Background: an optimization exercise with open tools, aiming at small area. Do not read the settings as production practice.
Only simulation tests tie the RTL to the original design; equivalence was not proved.
Power and IR drop assume default switching activity.

Design CombinedCode, start of the top module:
module CombinedCode(clk,rst,switch, btn1, btn2,keypad_col,keypad_row, dot_row, dot_col, seven_right, led1, led2);
Size in the first run: roughly 900 cells after synthesis, about 9300 µm² of cells after synthesis.
==> flow/config.mk <==
export PLATFORM = sky130hd
export DESIGN_NAME = CombinedCode
export DESIGN_NICKNAME = CombinedCode
export VERILOG_FILES = /design/flow/design.v
export SDC_FILE = /design/flow/constraint.sdc
export NUM_CORES = 4
export LEC_CHECK = 0
export ABC_AREA = 1
export CAP_MARGIN = 20
export CORE_MARGIN = 2
export CORE_UTILIZATION = 40
export SLEW_MARGIN = 20
==> flow/constraint.sdc <==
create_clock -name core_clock -period 8.0 [get_ports {clk}]
set_input_delay 1.6000 -clock core_clock [delete_from_list [all_inputs] [get_ports {clk}]]
set_output_delay 1.6000 -clock core_clock [all_outputs]
set_load 0.01 [all_outputs]
standard.sh (not shown) runs the stock make flow with config.mk's settings and CLKGATE_MAP_FILE= SYNTH_SCRIPT=/design/flow/synth_recipe.tcl, a recipe that flattens the netlist after the stock synthesis.
==> flow/flow/run.sh <==
#!/bin/bash
# Standard layout, except: the combinational cells of the standard synthesis are mapped again
# for area (registers untouched; the smallest of five ABC scripts' results is kept), the port
# buffers use the smallest buffer cell, and the clock tree uses mid-size buffers without dummy
# loads. Each tool's output goes to its own log here.
set -euo pipefail
export BUFFER_PORTS_ARGS="-buffer_cell sky130_fd_sc_hd__buf_1"
export CTS_ARGS="-sink_clustering_enable -repair_clock_nets -sink_clustering_size 10 -sink_clustering_max_diameter 40 -buf_list sky130_fd_sc_hd__clkbuf_4 -dont_use_dummy_load"
YOSYS=${YOSYS_EXE:-$FLOW_HOME/../tools/install/yosys/bin/yosys}
R=orfs/results/$FLOW_PLATFORM/CombinedCode/base
bash standard.sh synth > synth.log 2>&1
cp $R/1_2_yosys.v standard_synth.v
best=""; best_area=""
for s in 1 2 3 4 5; do
  mkdir -p reopt_$s
  REOPT_LIB=$FLOW_HOME/platforms/$FLOW_PLATFORM/lib/sky130_fd_sc_hd__tt_025C_1v80.lib \
  REOPT_IN=standard_synth.v REOPT_OUT=reopt_$s/netlist.v REOPT_DIR=reopt_$s REOPT_ABC=flow/reopt_$s.abc \
    $YOSYS -c flow/reopt.tcl > reopt_$s.log 2>&1 || continue
  a=$(awk '/Chip area for top module/ {print $NF}' reopt_$s/reopt_after.stat)
  if [[ -n "$a" ]] && { [[ -z "$best" ]] || awk -v a="$a" -v b="$best_area" 'BEGIN {exit !(a < b)}'; }; then
    best=$s; best_area=$a
  fi
done
echo "re-mapped netlist: script $best, area $best_area" > reopt_choice.txt
if [[ -n "$best" ]]; then cp reopt_$best/netlist.v $R/1_2_yosys.v; fi
bash standard.sh finish > layout.log 2>&1
Other scripts of this flow, unchanged in this note and not shown: flow/flow/reopt.tcl, flow/flow/reopt_1.abc, flow/flow/reopt_2.abc, flow/flow/reopt_3.abc, flow/flow/reopt_4.abc, flow/flow/reopt_5.abc
The baseline produced a clean layout.
Change:
Settings changed: CORE_UTILIZATION 40 to 65.
=> Critical path depth went down by 1; setup slack got worse by 150 ps; global-route usage grows by 15 points.

---

CombinedCode, a different RTL version from the one above (not shown whole).
Size in the first run: ~1,100 cells after synthesis, roughly 260 flip-flops.
clock: 8.0 ns
lec_check: 0
cap_margin: 20
core_margin: 2
core_utilization: 40
slew_margin: 20
==> flow/flow/run.sh <==
#!/bin/bash
# Standard layout with the port buffers made of the smallest buffer cell and a clock tree of
# mid-size buffers without dummy loads.
set -euo pipefail
export BUFFER_PORTS_ARGS="-buffer_cell sky130_fd_sc_hd__buf_1"
export CTS_ARGS="-sink_clustering_enable -repair_clock_nets -sink_clustering_size 10 -sink_clustering_max_diameter 40 -buf_list sky130_fd_sc_hd__clkbuf_4 -dont_use_dummy_load"
bash standard.sh finish > layout.log 2>&1
The starting point ran to the end with no violations.
Change:
==> flow/flow/run.sh (replaced) <==
#!/bin/bash
# Standard layout, except: the combinational cells of the standard synthesis are mapped again
# for area (registers untouched), the port buffers use the smallest buffer cell, and the clock
# tree uses mid-size buffers without dummy loads. Each tool's output goes to its own log here.
set -euo pipefail
export BUFFER_PORTS_ARGS="-buffer_cell sky130_fd_sc_hd__buf_1"
export CTS_ARGS="-sink_clustering_enable -repair_clock_nets -sink_clustering_size 10 -sink_clustering_max_diameter 40 -buf_list sky130_fd_sc_hd__clkbuf_4 -dont_use_dummy_load"
YOSYS=${YOSYS_EXE:-$FLOW_HOME/../tools/install/yosys/bin/yosys}
R=orfs/results/$FLOW_PLATFORM/CombinedCode/base
bash standard.sh synth > synth.log 2>&1
cp $R/1_2_yosys.v standard_synth.v
REOPT_LIB=$FLOW_HOME/platforms/$FLOW_PLATFORM/lib/sky130_fd_sc_hd__tt_025C_1v80.lib \
REOPT_IN=standard_synth.v REOPT_OUT=reopt_synth.v REOPT_DIR=. REOPT_ABC=flow/reopt.abc \
  $YOSYS -c flow/reopt.tcl > reopt.log 2>&1
cp reopt_synth.v $R/1_2_yosys.v
bash standard.sh finish > layout.log 2>&1
==> flow/flow/reopt.abc (new file) <==
strash
balance -l
resub -K 6 -l
rewrite -l
resub -K 6 -N 2 -l
refactor -l
resub -K 8 -l
balance -l
resub -K 8 -N 2 -l
rewrite -l
resub -K 10 -l
rewrite -z -l
resub -K 10 -N 2 -l
balance -l
resub -K 12 -l
refactor -z -l
resub -K 12 -N 2 -l
rewrite -z -l
balance -l
&get -n
&st
&dch -f
&nf -a
&put
strash
balance -l
resub -K 6 -l
rewrite -l
resub -K 6 -N 2 -l
refactor -l
resub -K 8 -l
balance -l
resub -K 8 -N 2 -l
rewrite -l
resub -K 10 -l
rewrite -z -l
resub -K 10 -N 2 -l
balance -l
resub -K 12 -l
refactor -z -l
resub -K 12 -N 2 -l
rewrite -z -l
balance -l
&get -n
&st
&dch -f
&nf -a
&put
topo
==> flow/flow/reopt.tcl (new file) <==
# Area re-mapping of the standard synthesis netlist: the registers (and the tie cell) are kept
# as they are; only the combinational cells between them are mapped again, for area.
yosys -import
set lib $::env(REOPT_LIB)
set top $::env(FLOW_TOP)
read_liberty -ignore_miss_func $lib
read_verilog $::env(REOPT_IN)
hierarchy -top $top
setattr -mod -set keep_hierarchy 1 sky130_fd_sc_hd__df* sky130_fd_sc_hd__edf* sky130_fd_sc_hd__conb*
tee -o $::env(REOPT_DIR)/reopt_before.stat stat -liberty $lib
flatten
opt_clean
techmap
opt -fast
abc -liberty $lib -dont_use *probe* -dont_use *lpflow* -dont_use *clkbuf* -dont_use *clkdly* -dont_use *clkinv* -dont_use *dlygate* -dont_use *dlymetal* -script $::env(REOPT_ABC) $top
opt_clean -purge
splitnets
opt_clean -purge
insbuf -buf sky130_fd_sc_hd__buf_4 A X
hierarchy -top $top
tee -o $::env(REOPT_DIR)/reopt_after.stat stat -liberty $lib
blackbox =A:keep_hierarchy
setattr -mod -unset keep_hierarchy
write_verilog -noattr -noexpr -nohex -nodec $::env(REOPT_OUT)
Routed wire length decreases by 13%.
Via count decreases by 13%.
Sequential share of layout area increases by 5.7 points.
Change:
==> flow/run.sh (new file) <==
#!/bin/bash
# synth_recipe.tcl (not shown) runs the flow's synth.tcl, then flattens the netlist and writes it again
# the make line also repeats each setting of config.mk as NAME=value (left out here)
make -C /OpenROAD-flow-scripts/flow DESIGN_CONFIG=/design/flow/config.mk WORK_HOME=/design/flow/orfs CLKGATE_MAP_FILE= SYNTH_SCRIPT=/design/flow/synth_recipe.tcl finish
- CTS_BUF_LIST: not set -> sky130_fd_sc_hd__clkbuf_8
- CTS_CLUSTER_DIAMETER: not set -> 50
- CTS_CLUSTER_SIZE: not set -> 16
removed: flow/flow/run.sh
removed: flow/flow/reopt.abc
removed: flow/flow/reopt.tcl
removed: flow/standard.sh
After rerunning: The changed run finished clean. Cell area rises by 17%. Clock-buffer cell count falls by 7. Maximum frequency falls by about 3.7%.
Change:
==> flow/flow/run.sh (new file) <==
#!/bin/bash
# Standard layout, except: the combinational cells of the standard synthesis are mapped again
# for area (registers untouched), the port buffers use the smallest buffer cell, and the clock
# tree uses mid-size buffers without dummy loads. Each tool's output goes to its own log here.
set -euo pipefail
export BUFFER_PORTS_ARGS="-buffer_cell sky130_fd_sc_hd__buf_1"
export CTS_ARGS="-sink_clustering_enable -repair_clock_nets -sink_clustering_size 12 -sink_clustering_max_diameter 45 -buf_list sky130_fd_sc_hd__clkbuf_4 -dont_use_dummy_load"
YOSYS=${YOSYS_EXE:-$FLOW_HOME/../tools/install/yosys/bin/yosys}
R=orfs/results/$FLOW_PLATFORM/CombinedCode/base
bash standard.sh synth > synth.log 2>&1
cp $R/1_2_yosys.v standard_synth.v
REOPT_LIB=$FLOW_HOME/platforms/$FLOW_PLATFORM/lib/sky130_fd_sc_hd__tt_025C_1v80.lib \
REOPT_IN=standard_synth.v REOPT_OUT=reopt_synth.v REOPT_DIR=. REOPT_ABC=flow/reopt.abc \
  $YOSYS -c flow/reopt.tcl > reopt.log 2>&1
cp reopt_synth.v $R/1_2_yosys.v
bash standard.sh finish > layout.log 2>&1
==> flow/flow/reopt.abc (new file) <==
strash
balance -l
resub -K 6 -l
rewrite -l
resub -K 6 -N 2 -l
refactor -l
resub -K 8 -l
balance -l
resub -K 8 -N 2 -l
rewrite -l
resub -K 10 -l
rewrite -z -l
resub -K 10 -N 2 -l
balance -l
resub -K 12 -l
refactor -z -l
resub -K 12 -N 2 -l
rewrite -z -l
balance -l
&get -n
&st
&dch -f
&nf -a
&put
strash
balance -l
resub -K 6 -l
rewrite -l
resub -K 6 -N 2 -l
refactor -l
resub -K 8 -l
balance -l
resub -K 8 -N 2 -l
rewrite -l
resub -K 10 -l
rewrite -z -l
resub -K 10 -N 2 -l
balance -l
resub -K 12 -l
refactor -z -l
resub -K 12 -N 2 -l
rewrite -z -l
balance -l
&get -n
&st
&dch -f
&nf -a
&put
topo
==> flow/flow/reopt.tcl (new file) <==
# Area re-mapping of the standard synthesis netlist: the registers (and the tie cell) are kept
# as they are; only the combinational cells between them are mapped again, for area.
yosys -import
set lib $::env(REOPT_LIB)
set top $::env(FLOW_TOP)
read_liberty -ignore_miss_func $lib
read_verilog $::env(REOPT_IN)
hierarchy -top $top
setattr -mod -set keep_hierarchy 1 sky130_fd_sc_hd__df* sky130_fd_sc_hd__edf* sky130_fd_sc_hd__conb*
tee -o $::env(REOPT_DIR)/reopt_before.stat stat -liberty $lib
flatten
opt_clean
techmap
opt -fast
abc -liberty $lib -dont_use *probe* -dont_use *lpflow* -dont_use *clkbuf* -dont_use *clkdly* -dont_use *clkinv* -dont_use *dlygate* -dont_use *dlymetal* -script $::env(REOPT_ABC) $top
opt_clean -purge
splitnets
opt_clean -purge
insbuf -buf sky130_fd_sc_hd__buf_4 A X
hierarchy -top $top
tee -o $::env(REOPT_DIR)/reopt_after.stat stat -liberty $lib
blackbox =A:keep_hierarchy
setattr -mod -unset keep_hierarchy
write_verilog -noattr -noexpr -nohex -nodec $::env(REOPT_OUT)
==> flow/standard.sh (new file) <==
#!/bin/bash
# synth_recipe.tcl (not shown) runs the flow's synth.tcl, then flattens the netlist and writes it again
# the make line also repeats each setting of config.mk as NAME=value (left out here)
make -C /OpenROAD-flow-scripts/flow DESIGN_CONFIG=/design/flow/config.mk WORK_HOME=/design/flow/orfs CLKGATE_MAP_FILE= SYNTH_SCRIPT=/design/flow/synth_recipe.tcl "${@:-finish}"
- CTS_BUF_LIST: sky130_fd_sc_hd__clkbuf_8 -> not set
- CTS_CLUSTER_DIAMETER: 50 -> not set
- CTS_CLUSTER_SIZE: 16 -> not set
removed: flow/run.sh
After rerunning:
- die area shrinks by 12%
- routed wire length decreases by 13%
- setup slack improved by 0.19 ns
- via count drops by about 13%
- non-clock buffer count is lower by 3
- design area goes down by 15%
- global-route usage decreases by 0.12 points
- first-iteration DRC count shrinks by 11%
- power shrinks by about 19%

---

Starting RTL as in the previous note.
export LEC_CHECK = 0
export CAP_MARGIN = 20
export CORE_MARGIN = 2
export CORE_UTILIZATION = 40
export SLEW_MARGIN = 20
create_clock -name core_clock -period 8.0 [get_ports {clk}]
==> flow/flow/run.sh <==
#!/bin/bash
# Standard layout with the port buffers made of the smallest buffer cell and a clock tree of
# mid-size buffers without dummy loads.
set -euo pipefail
export BUFFER_PORTS_ARGS="-buffer_cell sky130_fd_sc_hd__buf_1"
export CTS_ARGS="-sink_clustering_enable -repair_clock_nets -sink_clustering_size 16 -sink_clustering_max_diameter 50 -buf_list sky130_fd_sc_hd__clkbuf_8 -dont_use_dummy_load"
bash standard.sh finish > layout.log 2>&1
Next try:
==> flow/run.sh (new file) <==
#!/bin/bash
# synth_recipe.tcl (not shown) runs the flow's synth.tcl, then flattens the netlist and writes it again
# the make line also repeats each setting of config.mk as NAME=value (left out here)
make -C /OpenROAD-flow-scripts/flow DESIGN_CONFIG=/design/flow/config.mk WORK_HOME=/design/flow/orfs CLKGATE_MAP_FILE= SYNTH_SCRIPT=/design/flow/synth_recipe.tcl finish
--- a/flow/config.mk
+++ b/flow/config.mk
@@ -9,3 +9,6 @@
 export CORE_MARGIN = 2
 export CORE_UTILIZATION = 40
+export CTS_BUF_LIST = sky130_fd_sc_hd__clkbuf_4
+export CTS_CLUSTER_DIAMETER = 40
+export CTS_CLUSTER_SIZE = 10
 export SLEW_MARGIN = 20
removed: flow/flow/run.sh
removed: flow/standard.sh
The new run finished with timing, DRC and antenna clean.
Setup slack gets worse by 62 ps.
Maximum frequency came out lower by 1.2%.
Critical path depth came out higher by 2.
Cell area came out higher by 4.1%.
Global-route usage came out higher by 0.20 points.
Core utilization came out higher by 1.8 points.
Next try:
==> flow/flow/run.sh (new file) <==
#!/bin/bash
# Standard layout, except: the combinational cells of the standard synthesis are mapped again
# for area (registers untouched), the port buffers use the smallest buffer cell, and the clock
# tree uses mid-size buffers without dummy loads. Each tool's output goes to its own log here.
set -euo pipefail
export BUFFER_PORTS_ARGS="-buffer_cell sky130_fd_sc_hd__buf_1"
export CTS_ARGS="-sink_clustering_enable -repair_clock_nets -sink_clustering_size 6 -sink_clustering_max_diameter 30 -buf_list sky130_fd_sc_hd__clkbuf_2 -dont_use_dummy_load"
YOSYS=${YOSYS_EXE:-$FLOW_HOME/../tools/install/yosys/bin/yosys}
R=orfs/results/$FLOW_PLATFORM/CombinedCode/base
bash standard.sh synth > synth.log 2>&1
cp $R/1_2_yosys.v standard_synth.v
REOPT_LIB=$FLOW_HOME/platforms/$FLOW_PLATFORM/lib/sky130_fd_sc_hd__tt_025C_1v80.lib \
REOPT_IN=standard_synth.v REOPT_OUT=reopt_synth.v REOPT_DIR=. REOPT_ABC=flow/reopt.abc \
  $YOSYS -c flow/reopt.tcl > reopt.log 2>&1
cp reopt_synth.v $R/1_2_yosys.v
bash standard.sh finish > layout.log 2>&1
==> flow/flow/reopt.abc (new file) <==
strash
balance -l
resub -K 6 -l
rewrite -l
resub -K 6 -N 2 -l
refactor -l
resub -K 8 -l
balance -l
resub -K 8 -N 2 -l
rewrite -l
resub -K 10 -l
rewrite -z -l
resub -K 10 -N 2 -l
balance -l
resub -K 12 -l
refactor -z -l
resub -K 12 -N 2 -l
rewrite -z -l
balance -l
&get -n
&st
&dch -f
&nf -a
&put
strash
balance -l
resub -K 6 -l
rewrite -l
resub -K 6 -N 2 -l
refactor -l
resub -K 8 -l
balance -l
resub -K 8 -N 2 -l
rewrite -l
resub -K 10 -l
rewrite -z -l
resub -K 10 -N 2 -l
balance -l
resub -K 12 -l
refactor -z -l
resub -K 12 -N 2 -l
rewrite -z -l
balance -l
&get -n
&st
&dch -f
&nf -a
&put
topo
==> flow/flow/reopt.tcl (new file) <==
# Area re-mapping of the standard synthesis netlist: the registers (and the tie cell) are kept
# as they are; only the combinational cells between them are mapped again, for area.
yosys -import
set lib $::env(REOPT_LIB)
set top $::env(FLOW_TOP)
read_liberty -ignore_miss_func $lib
read_verilog $::env(REOPT_IN)
hierarchy -top $top
setattr -mod -set keep_hierarchy 1 sky130_fd_sc_hd__df* sky130_fd_sc_hd__edf* sky130_fd_sc_hd__conb*
tee -o $::env(REOPT_DIR)/reopt_before.stat stat -liberty $lib
flatten
opt_clean
techmap
opt -fast
abc -liberty $lib -dont_use *probe* -dont_use *lpflow* -dont_use *clkbuf* -dont_use *clkdly* -dont_use *clkinv* -dont_use *dlygate* -dont_use *dlymetal* -script $::env(REOPT_ABC) $top
opt_clean -purge
splitnets
opt_clean -purge
insbuf -buf sky130_fd_sc_hd__buf_4 A X
hierarchy -top $top
tee -o $::env(REOPT_DIR)/reopt_after.stat stat -liberty $lib
blackbox =A:keep_hierarchy
setattr -mod -unset keep_hierarchy
write_verilog -noattr -noexpr -nohex -nodec $::env(REOPT_OUT)
==> flow/standard.sh (new file) <==
#!/bin/bash
# synth_recipe.tcl (not shown) runs the flow's synth.tcl, then flattens the netlist and writes it again
# the make line also repeats each setting of config.mk as NAME=value (left out here)
make -C /OpenROAD-flow-scripts/flow DESIGN_CONFIG=/design/flow/config.mk WORK_HOME=/design/flow/orfs CLKGATE_MAP_FILE= SYNTH_SCRIPT=/design/flow/synth_recipe.tcl "${@:-finish}"
--- a/flow/config.mk
+++ b/flow/config.mk
@@ -9,6 +9,3 @@
 export CORE_MARGIN = 2
 export CORE_UTILIZATION = 40
-export CTS_BUF_LIST = sky130_fd_sc_hd__clkbuf_4
-export CTS_CLUSTER_DIAMETER = 40
-export CTS_CLUSTER_SIZE = 10
 export SLEW_MARGIN = 20
removed: flow/run.sh
Setup slack gets better by 200 ps.
Critical path depth went up by 1.
Sequential power is about the same.
Routed wire length falls by 12%.

-- port drivers added, routing unchanged --
No port has a modelled driver above. Below, the same layouts with a new extraction and two added sets of constraints.
Step 1 (the two cells are an assumption about what drives the block):
set clk [get_ports {clk}]
set_driving_cell -lib_cell sky130_fd_sc_hd__clkbuf_16 $clk
set_driving_cell -lib_cell sky130_fd_sc_hd__buf_2 [delete_from_list [all_inputs] $clk]
Step 2 also shifts input and output timing later by t, the mid clock arrival at the registers, as if the neighbouring blocks saw the same clock.
a / b / c = ideal / step 1 / step 2; a / b = the first two.
run	t, ns	setup WS [ns]	hold WS [ns]	worst data-port slew with drivers (ns)
the first run of note 1	0.611	2.952 / 2.930 / 2.930	0.262 / 0.262 / 0.262	0.03
the second run of note 1	0.691	2.797 / 2.771 / 2.771	0.310 / 0.310 / 0.310	0.08
the first run of note 2	0.646	2.900 / 2.875 / 2.875	0.287 / 0.287 / 0.287	0.03
the second run of note 2	0.608	3.048 / 3.026 / 3.026	0.313 / 0.313 / 0.313	0.03
the third run of note 2	0.617	2.858 / 2.817 / 2.855	0.319 / 0.319 / 0.319	0.03
the fourth run of note 2	0.682	3.049 / 3.027 / 3.027	0.323 / 0.323 / 0.323	0.03
the first run of note 3	0.576	2.905 / 2.880 / 2.880	0.303 / 0.303 / 0.303	0.03
the second run of note 3	0.687	2.843 / 2.799 / 2.852	0.319 / 0.319 / 0.319	0.03
the third run of note 3	0.798	3.046 / 3.025 / 3.025	0.292 / 0.292 / 0.292	0.03
After both steps setup and hold are still met in every run listed. The setup slack of the second run of note 1, which loses most, moves by -0.026 ns with the drivers and by -0.026 ns with both steps.
